What follows belongs to an exercise in optimizing a design on an open flow for small area; a production flow would make more cautious choices. Power is estimated from default activity; no workload was simulated.

## cic32
module cic32
    (
        input i_clk_high,
        input i_reset,
        input [7:0] i_signal,
        output reg o_clk_low,
        output [9:0] o_signal
    );
==> flow/config.mk <==
export PLATFORM = sky130hd
export DESIGN_NAME = cic32
export DESIGN_NICKNAME = cic32
export VERILOG_FILES = /design/flow/design.v
export SDC_FILE = /design/flow/constraint.sdc
export NUM_CORES = 4
export LEC_CHECK = 0
export CAP_MARGIN = 20
export CORE_MARGIN = 2
export CORE_UTILIZATION = 40
export SETUP_SLACK_MARGIN = 0.0
export SLEW_MARGIN = 20
==> flow/constraint.sdc <==
create_clock -name core_clock -period 2.6 [get_ports {i_clk_high}]
set_input_delay 0.5200 -clock core_clock [delete_from_list [all_inputs] [get_ports {i_clk_high}]]
set_output_delay 0.5200 -clock core_clock [all_outputs]
set_load 0.01 [all_outputs]
standard.sh (not shown) runs the stock make flow with config.mk's settings and CLKGATE_MAP_FILE= SYNTH_SCRIPT=/design/flow/synth_recipe.tcl, a recipe that flattens the netlist after the stock synthesis.
==> flow/flow/run.sh <==
#!/bin/bash
# The standard layout with three changes:
#  - after the standard synthesis, full adders that Yosys mapped with all
#    inputs and outputs inverted are flipped (fa is self-dual) so the inverters
#    cancel (flow/fa_polarity.py; registers are not touched);
#  - CTS adds no dummy loads and clusters up to 20 sinks per leaf buffer;
#  - ports are buffered with buf_1 instead of delay cells.
set -euo pipefail
export CTS_ARGS="-sink_clustering_enable -repair_clock_nets -dont_use_dummy_load -sink_clustering_size 20 -sink_clustering_max_diameter 80 -buf_list {sky130_fd_sc_hd__clkbuf_8}"
export BUFFER_PORTS_ARGS="-buffer_cell sky130_fd_sc_hd__buf_1"
bash standard.sh synth > synth.log 2>&1
R=orfs/results/sky130hd/cic32/base
cp $R/1_2_yosys.v standard_synth.v
python3 flow/fa_polarity.py standard_synth.v $R/1_2_yosys.v > fa_polarity.log 2>&1
rm -f $R/1_synth.odb $R/1_synth.sdc
bash standard.sh > layout.log 2>&1
Other scripts of this flow, unchanged in this note and not shown: flow/flow/fa_polarity.py
Then changed:
--- a/flow/design.v
+++ b/flow/design.v
@@ -227,51 +227,52 @@
         r_xr[8] <= r_xr[7] | (r_int2[10] & w_ld3);
         r_xr[9] <= r_xr[8] | (r_int2[9] & w_ld3);
         r_xr[10] <= r_xr[9] | (r_int2[7] & w_ld2) | (r_int2[8] & w_ld3);
         r_xr[11] <= r_xr[10] | (r_int2[6] & w_ld2);
         r_xr[12] <= r_xr[11] | (r_int2[5] & w_ld2);
         r_xr[13] <= r_xr[12] | (r_int2[4] & w_ld2);
         r_xr[14] <= r_xr[13] | (r_int2[2] & w_ld1) | (r_int2[3] & w_ld2);
     end
     wire w_old = (r_frames >= 3'd3);    
     wire w_p1  = (r_counter == 5'd1);
     wire w_p3  = (r_counter == 5'd3);
-    wire w_p4  = (r_counter == 5'd4);
-    reg  r_k1, r_k2, r_k3, r_s1;
+    wire w_p5  = (r_counter == 5'd5);
+    reg  r_k1, r_k2, r_k3, r_s1, r_s2;
     wire a1 = r_xr[14];
     wire b1 = ~(r_xr[32] & w_old);
     wire c1 = w_p1 | r_k1;
     wire s1 = a1 ^ b1 ^ c1;
     reg [63:0] r_cr;
     wire w_wr1 = (r_counter >= 5'd3) && (r_counter <= 5'd15);
-    wire w_wr2 = (r_counter >= 5'd4) && (r_counter <= 5'd15);
+    wire w_wr2 = (r_counter >= 5'd5) && (r_counter <= 5'd16);
     wire a2 = r_s1;
     wire b2 = ~(r_cr[63] & w_old);
     wire c2 = w_p3 | r_k2;
     wire s2 = a2 ^ b2 ^ c2;
-    wire a3 = s2;
+    wire a3 = r_s2;
     wire b3 = ~(r_cr[15] & w_old);
-    wire c3 = w_p4 | r_k3;
+    wire c3 = w_p5 | r_k3;
     wire s3 = a3 ^ b3 ^ c3;
     always @(posedge i_clk_high) begin
         r_s1 <= s1;
+        r_s2 <= s2;
         r_k1 <= (a1 & b1) | (a1 & c1) | (b1 & c1);
         r_k2 <= (a2 & b2) | (a2 & c2) | (b2 & c2);
         r_k3 <= (a3 & b3) | (a3 & c3) | (b3 & c3);
         r_cr <= {r_cr[62:0], r_cr[63]};
         if (w_wr1) r_cr[0]  <= r_s1;
-        if (w_wr2) r_cr[16] <= s2;
+        if (w_wr2) r_cr[16] <= r_s2;
     end
     reg [41:0] r_or;
-    wire w_wr3 = (r_counter >= 5'd6) && (r_counter <= 5'd15);
+    wire w_wr3 = (r_counter >= 5'd7) && (r_counter <= 5'd16);
     always @(posedge i_clk_high) begin
         r_or <= {r_or[40:0], r_or[41]};
         if (w_wr3) r_or[0] <= ~s3;
     end
     wire w_valid = (r_frames == 3'd5);
     genvar g;
     generate
         for (g = 0; g < 10; g = g + 1) begin : g_out
-            assign o_signal[g] = ~(r_or[37 - g] | ~w_valid);
+            assign o_signal[g] = ~(r_or[36 - g] | ~w_valid);
         end
     endgenerate
 endmodule
Routed wire length goes up by 0.54%. Synthesized cell count goes up by about 1.4%. Non-clock buffer count goes down by 3. Total power hardly moves. Setup slack barely changes.
No functional check of the RTL was part of any run of this note.

[separate check: timing with driven ports]
Ports are ideal in the flow. The routed layouts listed here were re-timed in OpenROAD.
Step 1, drivers: a clkbuf_16 drives i_clk_high and a buf_2 each remaining input, both assumed.
Step 2, shift: input delay + t, output delay - t, t = (earliest + latest rising clock arrival at the registers) / 2. This alone moves slack from input paths to output paths.
a / b / c = no drivers / after step 1 / after step 2; a / b = the first two.
| run | t, ns | slack for setup (ns) | worst hold slack (ns) | worst setup path at the end | worst data-port slew with drivers (ns) |
|---|---|---|---|---|---|
| the first run | 0.500 | 0.063 / 0.063 / 0.063 | 0.135 / 0.124 / 0.290 | register to register | 0.04 |
| the second run | 0.514 | 0.064 / 0.064 / 0.064 | 0.003 / -0.014 / 0.317 | register to register | 0.03 |
After both steps every run listed still meets setup and hold.
